This is an optimization exercise on Yosys and OpenROAD, whose aim is small area and a short achievable clock period, not a production implementation.
No run shown here included a check of the RTL's function; only the layout flow was run.
In run 2 the design's own scripts or RTL, not TritonCTS, make the clock network.
The clock input has no modelled driver; a real chip could not lean on it and would need a root buffer or a full tree.

## flow/design.v (module list and top-level ports; edited modules follow where they fit)
// module fa_vec: 4 lines
// module ha_vec: 4 lines
// module rst_gate: 3 lines
// module FPM: 1557 lines
// module FPM_final: 20 lines
module FPM_final (
input clk,
input rst,
input [31 : 0] in1,
input [31 : 0] in2,
output [31 : 0] OUT
);
  // ...
==> flow/flow/run.sh <==
#!/bin/bash
# The standard layout, with plain buffers (buf_2) as the port buffers instead of
# the delay buffers buffer_ports picks by default.
set -euo pipefail
export BUFFER_PORTS_ARGS="-buffer_cell sky130_fd_sc_hd__buf_2"
bash standard.sh > standard_flow.log 2>&1
==> flow/standard.sh <==
#!/bin/bash
# synth_recipe.tcl (not shown) runs the flow's synth.tcl, then flattens the netlist and writes it again
# the make line also repeats each setting of config.mk as NAME=value (left out here)
make -C /OpenROAD-flow-scripts/flow DESIGN_CONFIG=/design/flow/config.mk WORK_HOME=/design/flow/orfs CLKGATE_MAP_FILE= SYNTH_SCRIPT=/design/flow/synth_recipe.tcl "${@:-finish}"
==> flow/config.mk <==
export PLATFORM = sky130hd
export DESIGN_NAME = FPM_final
export DESIGN_NICKNAME = FPM_final
export VERILOG_FILES = /design/flow/design.v
export SDC_FILE = /design/flow/constraint.sdc
export NUM_CORES = 4
export LEC_CHECK = 0
export ABC_AREA = 1
export CAP_MARGIN = 20
export CORE_MARGIN = 2
export CORE_UTILIZATION = 60
export SLEW_MARGIN = 20
export SYNTH_HIERARCHICAL = 1
export SYNTH_MINIMUM_KEEP_SIZE = 0
==> flow/constraint.sdc <==
create_clock -name core_clock -period 45.0 [get_ports {clk}]
set_input_delay 9.0000 -clock core_clock [delete_from_list [all_inputs] [get_ports {clk}]]
set_output_delay 9.0000 -clock core_clock [all_outputs]
set_load 0.01 [all_outputs]
==> results_dict.tcl, run 1 <==
set metrics [dict create \
    status "complete, no violations" \
    antenna_found_initial 0 \
    cts_tree "built" \
    n_tap_cell 330 \
    hp-start "B[31]$_DFF_P_" \
    min_period_over_period 0.218 \
    critPathBufInv 1 \
    holdWs_ns 0.583 \
    utilization 0.643 \
    nonClkBufAreaFrac 0.0445 \
    dp_hpwl_um 31900 \
    use_met1 0.437 \
    rows 58 \
    wl_met2_um 21200 \
    die_area_sq_mm 0.0268 \
    critPathMaxStageDelay_ns 0.32 \
    r2r_setup_slack_ns 36.36 \
    io_pins 98 \
    ys_seq_area_frac 0.127 \
    grt.overflow.total 0 \
    min_period_ns 9.81 \
    maxSlewHeadroom 0.180 \
    seq_share 0.120 \
    synth_edf_count 0 \
    max_cap_violations 0 \
    crit_fanout 1 \
    cts.clk_slew.worst_paths_ns 0.09 \
    syn_area_sq_mm 0.0153 \
    use_met2 0.582 \
    synth_common_cells "279 x xor2_1, 265 x fa_1, 263 x o22ai_1, 149 x nand2_1" \
]
==> run 2, diff against run 1 <==
==> flow/flow/run.sh (replaced) <==
#!/bin/bash
# The standard layout, with two changes:
#  * plain buffers (buf_2) as the port buffers instead of the delay buffers
#    buffer_ports picks by default;
#  * after CTS, flow/post_cts.tcl replaces the clock tree with a one-level tree
#    of four clkbuf_16, each driving a quarter of the flip-flops.
set -euo pipefail
export BUFFER_PORTS_ARGS="-buffer_cell sky130_fd_sc_hd__buf_2"
export POST_CTS_TCL="$PWD/flow/post_cts.tcl"
bash standard.sh > standard_flow.log 2>&1
==> flow/flow/post_cts.tcl (new file) <==
# Replace the clock tree CTS built with a shallow balanced tree: the clk port
# drives NL1 clock buffers; each drives NL2 leaf clock buffers, and each leaf
# buffer drives the clock pins of one cluster of nearby flip-flops (clusters
# of about equal size, found by k-means on the flip-flop positions).
if {![info exists l1_master_name]} { set l1_master_name sky130_fd_sc_hd__clkbuf_16 }
if {![info exists l2_master_name]} { set l2_master_name sky130_fd_sc_hd__clkbuf_16 }
set block [ord::get_db_block]
set db [ord::get_db]
set clk_net [$block findNet clk]

# balanced k-means: returns (assignment list, centre list)
proc bal_kmeans {pts k} {
  set n [llength $pts]
  set cap [expr {int(ceil(double($n) / $k))}]
  set cx 0; set cy 0
  foreach p $pts { set cx [expr {$cx + [lindex $p 0]}]; set cy [expr {$cy + [lindex $p 1]}] }
  set cx [expr {$cx / $n}]; set cy [expr {$cy / $n}]
  set centres {}
  for {set c 0} {$c < $k} {incr c} {
    set a [expr {2 * 3.14159265 * ($c + 0.5) / $k}]
    lappend centres [list [expr {$cx + 20000 * cos($a)}] [expr {$cy + 20000 * sin($a)}]]
  }
  for {set iter 0} {$iter < 40} {incr iter} {
    set pairs {}
    for {set i 0} {$i < $n} {incr i} {
      for {set c 0} {$c < $k} {incr c} {
        set p [lindex $pts $i]; set q [lindex $centres $c]
        lappend pairs [list [expr {hypot([lindex $p 0] - [lindex $q 0], [lindex $p 1] - [lindex $q 1])}] $i $c]
      }
    }
    set assign [lrepeat $n -1]
    set count [lrepeat $k 0]
    foreach pr [lsort -real -index 0 $pairs] {
      lassign $pr d i c
      if {[lindex $assign $i] >= 0 || [lindex $count $c] >= $cap} { continue }
      lset assign $i $c
      lset count $c [expr {[lindex $count $c] + 1}]
    }
    set newc {}
    for {set c 0} {$c < $k} {incr c} {
      set sx 0; set sy 0; set m 0
      for {set i 0} {$i < $n} {incr i} {
        if {[lindex $assign $i] == $c} {
          set sx [expr {$sx + [lindex $pts $i 0]}]; set sy [expr {$sy + [lindex $pts $i 1]}]; incr m
        }
      }
      if {$m} { lappend newc [list [expr {$sx / $m}] [expr {$sy / $m}]] } else { lappend newc [lindex $centres $c] }
    }
    set centres $newc
  }
  return [list $assign $centres]
}

proc add_buf {block master name x y in_net} {
  set inst [odb::dbInst_create $block $master $name]
  $inst setLocation [expr {int($x)}] [expr {int($y)}]
  $inst setPlacementStatus PLACED
  set net [odb::dbNet_create $block "${name}_net"]
  $net setSigType CLOCK
  foreach it [$inst getITerms] {
    set mn [[$it getMTerm] getName]
    if {$mn eq "A"} { $it connect $in_net }
    if {$mn eq "X"} { $it connect $net }
  }
  return $net
}

# estimated load of a cluster in fF: clock pins plus a star of wires to its centre
proc cluster_cost {pts assign k} {
  set worst 0
  for {set c 0} {$c < $k} {incr c} {
    set sx 0; set sy 0; set m 0
    foreach p $pts a $assign { if {$a == $c} { set sx [expr {$sx + [lindex $p 0]}]; set sy [expr {$sy + [lindex $p 1]}]; incr m } }
    if {!$m} { continue }
    set sx [expr {$sx / $m}]; set sy [expr {$sy / $m}]
    set w 0
    foreach p $pts a $assign { if {$a == $c} { set w [expr {$w + abs([lindex $p 0] - $sx) + abs([lindex $p 1] - $sy)}] } }
    set load [expr {1.8 * $m + 0.215 * 0.5 * $w / 1000.0}]
    if {$load > $worst} { set worst $load }
  }
  return $worst
}

proc lloyd {pts k seed} {
  expr {srand($seed)}
  set n [llength $pts]
  set centres {}
  for {set c 0} {$c < $k} {incr c} { lappend centres [lindex $pts [expr {int(rand() * $n)}]] }
  for {set iter 0} {$iter < 50} {incr iter} {
    set assign {}
    foreach p $pts {
      set best -1; set bd 1e18
      for {set c 0} {$c < $k} {incr c} {
        set q [lindex $centres $c]
        set d [expr {hypot([lindex $p 0] - [lindex $q 0], [lindex $p 1] - [lindex $q 1])}]
        if {$d < $bd} { set bd $d; set best $c }
      }
      lappend assign $best
    }
    set newc {}
    for {set c 0} {$c < $k} {incr c} {
      set sx 0; set sy 0; set m 0
      foreach p $pts a $assign { if {$a == $c} { set sx [expr {$sx + [lindex $p 0]}]; set sy [expr {$sy + [lindex $p 1]}]; incr m } }
      if {$m} { lappend newc [list [expr {$sx / $m}] [expr {$sy / $m}]] } else { lappend newc [lindex $centres $c] }
    }
    set centres $newc
  }
  return [list $assign $centres]
}

proc build_tree {nl1 nl2 l1_master_name l2_master_name} {
set block [ord::get_db_block]
set db [ord::get_db]
set clk_net [$block findNet clk]
set sinks {}
foreach inst [$block getInsts] {
  if {![[$inst getMaster] isSequential]} { continue }
  foreach it [$inst getITerms] {
    if {[[$it getMTerm] getName] eq "CLK"} { lappend sinks $it }
  }
}
puts "post_cts: [llength $sinks] flip-flop clock pins"

# remove the CTS tree: every cell reached from clk before the flip-flops
set old_insts {}
set old_nets {}
set frontier [list $clk_net]
while {[llength $frontier]} {
  set next {}
  foreach net $frontier {
    foreach it [$net getITerms] {
      set inst [$it getInst]
      if {[[$inst getMaster] isSequential]} { continue }
      if {[$it isOutputSignal]} { continue }
      if {[lsearch -exact $old_insts $inst] >= 0} { continue }
      lappend old_insts $inst
      foreach ot [$inst getITerms] {
        if {[$ot isOutputSignal] && [$ot getNet] ne "NULL"} {
          lappend next [$ot getNet]
          lappend old_nets [$ot getNet]
        }
      }
    }
  }
  set frontier $next
}
puts "post_cts: removing [llength $old_insts] clock-tree cells"
foreach it $sinks { $it disconnect }
foreach inst $old_insts { odb::dbInst_destroy $inst }
foreach net [lsort -unique $old_nets] {
  if {[llength [$net getITerms]] == 0} { odb::dbNet_destroy $net }
}



set pts {}
foreach it $sinks {
  set box [[$it getInst] getBBox]
  lappend pts [list [expr {([$box xMin] + [$box xMax]) / 2.0}] [expr {([$box yMin] + [$box yMax]) / 2.0}]]
}
set nleaf [expr {$nl1 > 0 ? $nl1 * $nl2 : $nl2}]
lassign [bal_kmeans $pts $nleaf] leaf_of leaf_centres
set best_cost [cluster_cost $pts $leaf_of $nleaf]
puts "post_cts: balanced clustering, worst load [format %.1f $best_cost] fF"
for {set seed 1} {$seed <= 200} {incr seed} {
  lassign [lloyd $pts $nleaf $seed] a c
  set cost [cluster_cost $pts $a $nleaf]
  if {$cost < $best_cost} { set best_cost $cost; set leaf_of $a; set leaf_centres $c }
}
puts "post_cts: chosen clustering, worst load [format %.1f $best_cost] fF"
set l1m [$db findMaster $l1_master_name]
set l2m [$db findMaster $l2_master_name]
if {$nl1 > 0} {
  lassign [bal_kmeans $leaf_centres $nl1] top_of top_centres
} else {
  set top_of [lrepeat $nleaf 0]
}
for {set t 0} {$t < max($nl1, 1)} {incr t} {
  if {$nl1 > 0} {
    set c [lindex $top_centres $t]
    set tnet [add_buf $block $l1m "clkbuf_t$t" [lindex $c 0] [lindex $c 1] $clk_net]
  } else {
    set tnet $clk_net
  }
  for {set l 0} {$l < $nleaf} {incr l} {
    if {[lindex $top_of $l] != $t} { continue }
    set c [lindex $leaf_centres $l]
    set lnet [add_buf $block $l2m "clkbuf_t${t}_l$l" [lindex $c 0] [lindex $c 1] $tnet]
    set m 0
    for {set i 0} {$i < [llength $sinks]} {incr i} {
      if {[lindex $leaf_of $i] == $l} { [lindex $sinks $i] connect $lnet; incr m }
    }
    puts "post_cts: clkbuf_t${t}_l$l drives $m flip-flops"
  }
}
}

proc max_clk_slew {} {
  set mx 0
  foreach pin [get_pins -of_objects [all_registers] -filter "name==CLK"] {
    foreach e {rise fall} { foreach a {min max} {
      set s [get_property $pin slew_${a}_$e]
      if {$s > $mx} { set mx $s }
    } }
  }
  return $mx
}

set_propagated_clock [all_clocks]
build_tree 0 4 $l1_master_name $l2_master_name
detailed_placement
estimate_parasitics -placement
set s [max_clk_slew]
puts "post_cts: one-level tree, worst clock-pin slew $s"
if {$s > 0.115} {
  build_tree 4 2 $l1_master_name $l2_master_name
  detailed_placement
  estimate_parasitics -placement
  puts "post_cts: two-level tree, worst clock-pin slew [max_clk_slew]"
}
check_placement -verbose
report_clock_latency
==> run 2 against run 1 <==
Compared with the run above: design area down 1.3%; synthesized area unchanged; die area unchanged; first-iteration DRC count up 4.9%; flip-flop and latch count unchanged; register-to-register slack better by 0.05 ns; critical path type unchanged; critical endpoint is now OUT[22].
==> results_dict.tcl, run 2 <==
set metrics [dict create \
    synth_most_common_cell "xor2_1" \
    yosys.area_share.simple 0.0808 \
    fp.dieH_um 164 \
    start_util 0.609 \
    r2r_cells 35 \
    drc 0 \
    synth_compound_area_frac 0.141 \
    timing.fmax_ghz 0.104 \
    gr-usage-all-layers 0.351 \
    portBuffers 97 \
    syn_area_sq_mm 0.0153 \
    yosys.area.top_type_share 0.347 \
    min_path_type "reg -> reg" \
    yosys_register_bits 97 \
    synth_edf_count 0 \
    hold_viol 0 \
    worst-setup-path-type "reg -> out" \
    hp-start "B[31]$_DFF_P_" \
    final_nets 2040 \
    clock_latency_ns 0.17 \
    fillers 2207 \
    dp_hpwl_um 31900 \
    end_kind "primary output" \
    fin_worst_skew_ns 0.0269 \
    drt-pass1-iter-count 5 \
    gp_congestion 0.919 \
    viasPerCell 6.35 \
    worstSetupPathDepth 1 \
    critPathMaxStageDelay_ns 0.33 \
    grt_pass1_wl_um 71100 \
    cp_slowest_cell "dfxtp_1" \
    worst_slack_ns 35.39 \
    dp.cells 1936 \
    drive_gt1_frac 0.0957 \
    max_cap_violations 0 \
    hold_depth 3 \
    utilization 0.634 \
    worstPathCellList "buf_2" \
    diodes 0 \
    layout.cells.non_filler 1940 \
    cts_num_sinks 97 \
    grt_pass1_vias 13000 \
    multiInputGateArea_sq_mm 0.0124 \
    maxSlewHeadroom 0.194 \
    hold_end "out_r[31]$_DFF_P_" \
    grt.overflow.total 0 \
    tns_ns 0 \
    yosys.cell_types.count 45 \
    place_ws_ns 35.26 \
    reg2reg_from "B[13]$_DFF_P_" \
    critPathBufInv 1 \
    async_flop_share 0 \
    crit_fanout 1 \
    synth_common_cells "279 x xor2_1, 265 x fa_1, 263 x o22ai_1, 149 x nand2_1" \
    dpl_cell_area_sq_mm 0.0158 \
    worstSetupStartpointType "register" \
    grt_max_degree 34 \
    syn_avg_cell_area_sq_um 9.52 \
    area_delta_synth_final_pct 4.17 \
    synthCells 1607 \
    final-seq-area_sq_mm 0.00194 \
    r2r_end "out_r[30]$_DFF_P_" \
    drv_slew 0 \
    setup_viol 0 \
    die-width_um 164 \
    drt_iter0_drc 1182 \
    ys.flop_type "dfxtp_1" \
    coreArea_sq_mm 0.0251 \
    final_common_cell "xor2_1" \
    rows 58 \
    holdWs_ns 0.585 \
    min_period_ns 9.61 \
    top_regs "A (32), B (32), out_r (32)" \
    yosysWarnings 7 \
    post_synth_fa_ha_maj_area_fraction 0.426 \
    synth.largest_area_cell "fa_1" \
    die_area_sq_mm 0.0268 \
    synth_top_family_by_area "adder cells" \
    crit_required_ns 36.00 \
    num_vias 12300 \
    min_period_over_period 0.214 \
    wl_um 44800 \
    wl_per_cell_um 23.1 \
    cts.clk_slew.worst_paths_ns 0.10 \
    stdcell_area_sq_mm 0.0159 \
    startpoint "out_r[22]$_DFF_P_" \
    synth.area.mux_share 0 \
    ys_top_cells_by_area "fa_1 35%, xor2_1 16%, dfxtp_1 13%" \
    drtAntennaViolNets 0 \
    io_pins 98 \
    layout_common_cells "279 x xor2_1, 265 x fa_1, 263 x o22ai_1" \
    antenna_found_initial 0 \
    path_delay_family "flip-flops" \
    synth_xor_area_frac 0.161 \
    ys_seq_area_frac 0.127 \
    grt_setup_unrepaired "no" \
    worst_slew_pin_slew_ns 1.21 \
    status "complete, no violations" \
    r2r_setup_slack_ns 36.41 \
    arrival_ns 0.61 \
]
-- run 2: cell counts after synthesis --
Identical to the previous run, type by type.
-- run 2: modules after synthesis, one instance, submodules excluded, excerpt --
module / cell area [sq um] / flip-flops and latches / cells
FPM_final: 1940 / 97 / 97
FPM: 6970 / 0 / 1136
rst_gate: 154 / 0 / 35
-- run 2: worst max-delay path by stage --
| stage | to | slack (ns) |
|---|---|---|
| floorplan | OUT[0] | 35.67 |
| global placement | out_r[28]$_DFF_P_ | 35.31 |
| detailed placement | out_r[27]$_DFF_P_ | 35.26 |
| global route | out_r[26]$_DFF_P_ | 35.34 |
| finish | OUT[22] | 35.39 |
-- run 2: layout make-up --
cell class / instances / share of cell area
inverters: 94 / 0.0222
well taps: 330 / 0.0259
flip-flops and latches: 97 / 0.122
plain buffers: 4 / 0.00628
multi-input cells: 1287 / 0.779
repair buffers: 128 / 0.0451
-- run 2: cell families after synthesis --
logic type,count (synthesis)
adder cells (fa/ha/maj),362
AO/OA/AOI/OAI,345
flip-flops,97
XOR/XNOR,281
AND/OR/NAND/NOR,290
buffers and inverters,230
other,2
-- run 2: per-layer routing --
metal | wire length, um | global-route usage | up-vias
met4 | 3130 | 0.211 | 0
met5 | 0 | 0 | -
met1 | 16800 | 0.433 | 6076
met3 | 3750 | 0.0617 | 150
li1 | - | - | 5431
met2 | 21100 | 0.579 | 661
-- run 2: tightest hold or removal path, delay by kind of cell (launching register included) --
kind / cells / cell delay, ns
flops: 1 / 0.32
simple gates: 2 / 0.16
compound gates: 1 / 0.08

[what the ideal ports hide]
In the flow no input, the clock included, has a driving cell. The finished layouts below were timed again as built, in two steps.
Step 1, drivers: a clkbuf_16 drives clk and a buf_2 each remaining input, both assumed.
Step 2, shift: input delay + t, output delay - t, t = (earliest + latest rising clock arrival at the registers) / 2. This alone moves slack from input paths to output paths.
a / b / c = ideal ports / drivers / drivers and shift; a / b = the first two.
run	t (ns)	setup slack, ns	clock arrival spread, ns	pins driven straight from the clock port
run 1	0.415	35.192 / 35.139 / 35.253	0.011 / 0.010	1
run 2	0.255	35.390 / 35.288 / 35.258	0.027 / 0.027	4
After both steps setup and hold are still met in every run listed. The setup slack of run 2, which loses most, moves by -0.102 ns with the drivers and by -0.132 ns with both steps.
